This is an optimization exercise on Yosys and OpenROAD, whose aim is small area, a short achievable clock period and few clock cycles, not a production implementation.
Only simulation tests tie the RTL to the original design; equivalence was not proved.

Design muldiv, start of the top module:
module muldiv (
    input  wire        clk,
    input  wire        rst,
    input  wire        start,
    input  wire        op,
    input  wire [31:0] a,
    input  wire [31:0] b,
    output reg         done,
    output reg         divby0,
    output wire [31:0] hi,
    output wire [31:0] lo
);
Size in the first run: ~1900 cells after synthesis, ~120 flip-flops, roughly 130 I/O pins.
export LEC_CHECK = 0
export CAP_MARGIN = 20
export CORE_MARGIN = 2
export CORE_UTILIZATION = 40
export PLACE_DENSITY = 0.6
export SETUP_SLACK_MARGIN = 0.3
export SLEW_MARGIN = 20
export TNS_END_PERCENT = 10
create_clock -name core_clock -period 5.0 [get_ports {clk}]
standard.sh (not shown) runs the stock make flow with config.mk's settings and CLKGATE_MAP_FILE= SYNTH_SCRIPT=/design/flow/synth_recipe.tcl, a recipe that flattens the netlist after the stock synthesis.
==> flow/flow/run.sh <==
#!/bin/bash
# The standard layout, with the smallest buffer on each port (the standard
# flow picks a delay cell). Each tool's own log stays under orfs/logs/.
set -euo pipefail
export BUFFER_PORTS_ARGS="-buffer_cell sky130_fd_sc_hd__buf_1"
bash standard.sh > flow.log 2>&1
The starting point finished with timing, DRC and antenna clean.
Testbench counts at the start, summed over its fixed seeds: cycles 11,676.
Rerun with:
- ABC_AREA: unset -> 1
- TNS_END_PERCENT: 10 -> unset
Cell area is lower slightly.
Worst hold slack improved by 100 ps.
Cell count is higher by about a fifth.
Via count came out higher slightly.
Rerun with:
- ABC_AREA: 1 -> unset
After rerunning: Via count falls by 1.1%. Register-to-register slack gets worse by 60 ps. Hold slack gets worse by 100 ps. Wire length rises by 3.0%.

run A:
Starting RTL as in the previous note.
==> flow/config.mk <==
export PLATFORM = sky130hd
export DESIGN_NAME = muldiv
export DESIGN_NICKNAME = muldiv
export VERILOG_FILES = /design/flow/design.v
export SDC_FILE = /design/flow/constraint.sdc
export NUM_CORES = 4
export LEC_CHECK = 0
export ABC_AREA = 1
export CAP_MARGIN = 20
export CORE_MARGIN = 2
export CORE_UTILIZATION = 40
export CTS_BUF_LIST = sky130_fd_sc_hd__clkbuf_4 sky130_fd_sc_hd__clkbuf_8
export PLACE_DENSITY = 0.6
export SETUP_SLACK_MARGIN = 0.3
export SLEW_MARGIN = 20
==> flow/constraint.sdc <==
create_clock -name core_clock -period 5.0 [get_ports {clk}]
set_input_delay 1.0000 -clock core_clock [delete_from_list [all_inputs] [get_ports {clk}]]
set_output_delay 1.0000 -clock core_clock [all_outputs]
set_load 0.01 [all_outputs]
Scripts as last shown in full above: flow/flow/run.sh
Testbench counts of run A, summed over its fixed seeds: cycles 11,676.
Inputs modified between run A and run B:
Settings: PLACE_DENSITY: 0.6 -> 0.7; CORE_UTILIZATION: 40 -> 50; CTS_BUF_LIST: sky130_fd_sc_hd__clkbuf_4 sky130_fd_sc_hd__clkbuf_8 -> unset.
### Flow results
Via count (lower): run A
Density: run B denser than run A
Non-clock buffer count: run B vs run A up about 2%
Comparing the two runs side by side, run B comes out behind run A on design area.
Total met3 wirelength after detailed routing went up by more than 10% going from run A to run B.
Against run A as the reference, run B delivers a higher depth of the critical timing path with buffers and inverters included.
Run B gives more part of the cycle the worst path needs than run A did.
Relative to run B, the following input files were edited for run C:
Settings: a change of CORE_UTILIZATION from 50 to 40; an added CTS_BUF_LIST of sky130_fd_sc_hd__clkbuf_4 sky130_fd_sc_hd__clkbuf_8; a change of PLACE_DENSITY from 0.7 to 0.6; an added CTS_CLUSTER_SIZE of 24.
==> notes.md <==
Post-layout minimum cycle time: run C vs run B down 15 ps. Final cell area: run C below run B. [run C vs run B] critical path depth: lower in run C.
Changes in run D relative to run C:
Settings: clearing CTS_BUF_LIST, which used to be sky130_fd_sc_hd__clkbuf_4 sky130_fd_sc_hd__clkbuf_8; clearing SETUP_SLACK_MARGIN, which used to be 0.3; clearing CTS_CLUSTER_SIZE, which used to be 24; clearing ABC_AREA, which used to be 1.
Findings:
Compared with run C, in run D depth of the critical timing path with buffers and inverters included down 5, overall die width went up about 0.37%.
Summary of run D over run C: total wire length decreased 0.95%, data required time at the worst endpoint increased 20 ps, relative area change from synthesis to final layout increased 1.2 points, die area went up.
The critical path launch point comes out bs4 in one run and bs1 in the other, namely in run C and run D respectively.
Synthesized cell count (run D vs. run C) decreases by more than 10%
The higher first-pass GRT wire length of run D and run C is in run C.
Worst-path cell with the longest stage delay = a211oi_1: run D; worst-path cell with the longest stage delay = or3b_1: run C

Setup of quartz:
muldiv again, from the RTL that the note above started with.
## muldiv
module muldiv (
    input  wire        clk,
    input  wire        rst,
    input  wire        start,
    input  wire        op,
    input  wire [31:0] a,
    input  wire [31:0] b,
    output reg         done,
    output reg         divby0,
    output wire [31:0] hi,
    output wire [31:0] lo
);
clock: 5.0 ns
lec_check: 0
cap_margin: 20
core_margin: 2
core_utilization: 40
place_density: 0.6
setup_slack_margin: 0.5
slew_margin: 20
Scripts as last shown in full above: flow/flow/run.sh
Looking at the reports, quartz completed the entire flow and the layout it produced met the timing, DRC and antenna checks.
Testbench counts of quartz, summed over its fixed seeds: cycles 11,676.
Modified inputs, maple compared to quartz
- GPL_TIMING_DRIVEN newly set to 0
==> comparison <==
Every stage of the flow completed for maple, and the final layout passed the timing, DRC and antenna checks.
Diff quartz -> maple: slew at the pin closest to its max-slew limit moved down, multi-input combinational area share shows an increase of 0.32 points.
Tightest slew margin relative to the limit delta (maple − quartz): favourable
Of the two candidates, quartz has the worse smallest hold slack and maple the better one.
--- input diff maple..violet ---
- ABC_AREA: unset -> 1
- SETUP_SLACK_MARGIN: 0.5 -> 0.45
- GPL_TIMING_DRIVEN: 0 -> unset
==> notes.md <==
Diff maple -> violet | post-cts resize count | decrease of 122
Against maple, violet reports a non-clock buffer count that is lower.
Register-to-register slack: violet vs maple up 0.31 ns
Met1 wire length: violet < maple

## afterwards: timing with drivers on the ports
The flow's constraints put no driver on any port. The routed layouts listed below were extracted and timed again, unchanged, in two steps.
Step 1, drivers: a clkbuf_16 drives clk and a buf_2 each remaining input, both assumed.
Step 2 moves the port delays by t, midway between the first and last clock arrival at a register: inputs arrive t later, outputs are due t later. That takes back most of the time a late clock gives input paths.
a / b / c = no drivers / after step 1 / after step 2; a / b = the first two.
| run | t (ns) | setup slack, ns | slew at the worst register clock pin (ns) |
|---|---|---|---|
| the first run of note 1 | 0.498 | 0.476 / 0.497 / 0.010 | 0.07 / 0.07 |
| the second run of note 1 | 0.504 | 0.515 / 0.515 / 0.172 | 0.07 / 0.07 |
| the third run of note 1 | 0.498 | 0.459 / 0.459 / 0.031 | 0.07 / 0.07 |
| run A | 0.528 | 0.487 / 0.487 / 0.178 | 0.10 / 0.10 |
| run B | 0.490 | 0.472 / 0.472 / 0.100 | 0.07 / 0.07 |
| run C | 0.528 | 0.487 / 0.487 / 0.178 | 0.10 / 0.10 |
| run D | 0.502 | 0.223 / 0.223 / -0.196 | 0.07 / 0.07 |
| quartz | 0.496 | 0.407 / 0.407 / 0.110 | 0.07 / 0.07 |
| maple | 0.520 | 0.353 / 0.353 / 0.077 | 0.07 / 0.07 |
| violet | 0.489 | 0.449 / 0.458 / -0.032 | 0.07 / 0.07 |
Met with ideal ports but missed after step 2: setup timing in run D and violet. The setup slack of violet, which loses most, moves by +0.009 ns with the drivers and by -0.481 ns with both steps.
